This is an optimization exercise on Yosys and OpenROAD, whose aim is small area and a short achievable clock period, not a production implementation. Only simulation tests tie the RTL to the original design; equivalence was not proved. Power and IR drop assume default switching activity.

== red ==
Design counter, start of the top module:
module counter(out,data,load,reset,clk);
parameter n=939;
output[n-1:0] out;
input[n-1:0] data;
input load,clk,reset;
reg[n-1:0] out;
wire[n-1:0] nxt;
wire[234:0] gn;    
wire bf0;
wire bf1;
wire bf2;
wire bf3;
wire bf4;
wire bf5;
wire bf6;
wire bf7;
wire bf8;
wire bf9;
wire bf10;
wire bf11;
wire bf12;
wire bf13;
wire bf14;
wire bf15;
wire bf16;
wire bf17;
wire bf18;
wire bf19;
wire bf20;
wire bf21;
wire bf22;
wire bf23;
wire bf24;
wire bf25;
wire bf26;
wire bf27;
wire bf28;
wire bf29;
wire bf30;
wire bf31;
wire bf32;
wire bf33;
wire bf34;
wire bf35;
wire bf36;
wire bf37;
wire bf38;
wire bf39;
wire bf40;
wire bf41;
wire bf42;
wire bf43;
wire bf44;
wire bf45;
wire bf46;
wire bf47;
wire bf48;
wire bf49;
wire bf50;
wire bf51;
wire bf52;
wire bf53;
wire bf54;
wire bf55;
wire bf56;
wire bf57;
wire bf58;
wire bf59;
wire bf60;
wire bf61;
wire bf62;
wire bf63;
wire bf64;
wire bf65;
wire bf66;
wire bf67;
wire bf68;
wire bf69;
wire bf70;
wire bf71;
wire bf72;
wire bf73;
wire bf74;
wire bf75;
wire bf76;
wire bf77;
wire bf78;
wire bf79;
wire bf80;
wire bf81;
wire bf82;
wire bf83;
wire bf84;
wire bf85;
wire bf86;
wire bf87;
wire bf88;
wire bf89;
wire bf90;
wire bf91;
wire bf92;
wire bf93;
wire bf94;
wire bf95;
wire bf96;
wire bf97;
wire bf98;
wire bf99;
wire bf100;
wire bf101;
wire bf102;
wire bf103;
wire bf104;
wire bf105;
wire bf106;
wire bf107;
wire bf108;
wire bf109;
wire bf110;
wire bf111;
wire bf112;
wire bf113;
wire bf114;
wire bf115;
wire bf116;
wire p0_1;
wire p0_2;
wire p0_3;
wire p0_4;
wire p0_5;
wire p0_6;
wire p0_7;
wire p0_8;
wire p0_9;
wire p0_10;
wire p0_11;
wire p0_12;
wire p0_13;
wire p0_14;
wire p0_15;
wire p0_16;
wire p0_17;
wire p0_18;
wire p0_19;
wire p0_20;
wire p0_21;
wire p0_22;
wire p0_23;
wire p0_24;
wire p0_25;
wire p0_26;
wire p0_27;
wire p0_28;
wire p0_29;
wire p0_30;
wire p0_31;
wire p0_32;
wire p0_33;
wire p0_34;
wire p0_35;
wire p0_36;
wire p0_37;
wire p0_38;
wire p0_39;
wire p0_40;
wire p0_41;
wire p0_42;
wire p0_43;
wire p0_44;
wire p0_45;
wire p0_46;
wire p0_47;
wire p0_48;
wire p0_49;
wire p0_50;
wire p0_51;
wire p0_52;
  ...
clock: 7.0 ns
lec_check: 0
cap_margin: 20
core_area: 4 4 556 176
cts_cluster_diameter: 60
cts_cluster_size: 20
die_area: 0 0 560 180
place_density: 0.5
setup_slack_margin: 4.1
slew_margin: 20
synth_hierarchical: 1
synth_minimum_keep_size: 0
standard.sh (not shown) runs the stock make flow with config.mk's settings and CLKGATE_MAP_FILE= SYNTH_SCRIPT=/design/flow/synth_recipe.tcl, a recipe that flattens the netlist after the stock synthesis.
==> flow/flow/run.sh <==
#!/bin/bash
export BUFFER_PORTS_ARGS="-buffer_cell sky130_fd_sc_hd__buf_1"
export PLACE_PINS_ARGS="-min_distance 1 -min_distance_in_tracks"
cp standard.sh standard.sh.txt
bash standard.sh > standard.log 2>&1
red was carried through to the last stage, and its layout satisfied the timing, DRC and antenna checks.
Changes in blue relative to red:
- DIE_AREA changed from 0 0 560 180 to 0 0 300 300
- PLACE_DENSITY changed from 0.5 to 0.75
- CTS_CLUSTER_SIZE removed (was 20)
- CTS_CLUSTER_DIAMETER removed (was 60)
- CORE_AREA changed from 4 4 556 176 to 4 4 296 296
- SETUP_SLACK_MARGIN changed from 4.1 to 4.0
--- outcome ---
- blue never completed; the flow aborted with a tool error in global routing.
- Higher total CTS buffers goes to blue over red.
- Die outline width shrinks by more than a quarter when moving from red to blue.
- Max y dimension of the die across blue and red: blue
- In the reports for blue and red, the larger starting density of the core belongs to blue.
- Measured against each other, blue and red differ in placed wire-length estimate, the higher figure coming from blue.
- Min post-placement worst setup slack across blue and red: red
> inputs changed (blue -> green)
- putting CTS_CLUSTER_SIZE at 20 where nothing was set
- swapping 0 0 300 300 for 0 0 530 180 in DIE_AREA
- swapping 4 4 296 296 for 4 4 526 176 in CORE_AREA
- putting CTS_CLUSTER_DIAMETER at 60 where nothing was set
- swapping 0.75 for 0.5 in PLACE_DENSITY
==> comparison <==
In summary, green completed successfully, with a layout that passed the timing, DRC and antenna checks. Compare blue and green | worst slack after detailed placement higher: blue. green vs. blue: effective utilization at floorplan went down by 2.6 points. Delta (green minus blue): cell area after placement saw little to no change; detailed-placement wirelength estimate saw a decrease. Row depth of the CTS H-tree: green lower / blue higher. Of blue and green, blue shows the higher last weighted congestion value of the routability-driven placer, with green below it.
--- input diff green..orange ---
- CORE_AREA: 4 4 526 176 -> 4 4 556 176
- DIE_AREA: 0 0 530 180 -> 0 0 560 180
- SETUP_SLACK_MARGIN: 4.0 -> 3.9
==> comparison <==
- Power in orange is 0.43% below green.
- Compared with green, orange degrades area enclosed by the die boundary.
- From green to orange the numbers moved as follows: net switching power went down by 0.034 mW, setup slack went down by 0.053 ns.
[inputs] purple vs orange
- swapping 3.9 for 4.0 in SETUP_SLACK_MARGIN
## What came out
- In purple the final cell count turned out 0.80% higher than in orange.
- The lower met2 routing resource usage after global routing came out of orange.
- Cell area | purple vs orange | purple larger

-- what the ideal ports hide --
The results above use ideal ports. As a check the final layouts listed here were re-extracted and re-timed, cells and wires unchanged. Step 1 (the two cells are an assumption about what drives the block):
set clk [get_ports {clk}]
set_driving_cell -lib_cell sky130_fd_sc_hd__clkbuf_16 $clk
set_driving_cell -lib_cell sky130_fd_sc_hd__buf_2 [delete_from_list [all_inputs] $clk]
Step 2 moves the port delays by t, midway between the first and last clock arrival at a register: inputs arrive t later, outputs are due t later. That takes back most of the time a late clock gives input paths. Slacks: no drivers / after step 1 / after step 2; pairs: no drivers / after step 1.
| run | t, ns | setup WS [ns] | hold WS [ns] | worst setup path after step 2 | worst register clock-pin slew, ns |
|---|---|---|---|---|---|
| red | 0.761 | 3.947 / 3.947 / 3.449 | 0.581 / 0.581 / 0.581 | input to register | 0.10 / 0.10 |
| green | 0.738 | 3.908 / 3.908 / 3.468 | 0.573 / 0.573 / 0.573 | input to register | 0.10 / 0.10 |
| orange | 0.758 | 3.854 / 3.854 / 3.284 | 0.580 / 0.580 / 0.580 | input to register | 0.10 / 0.10 |
| purple | 0.755 | 3.946 / 3.946 / 3.328 | 0.616 / 0.616 / 0.616 | input to register | 0.10 / 0.10 |
After both steps every run listed still meets setup and hold. For purple, which loses most, drivers alone change the setup slack by 0.000 ns; drivers and shift together by -0.618 ns.
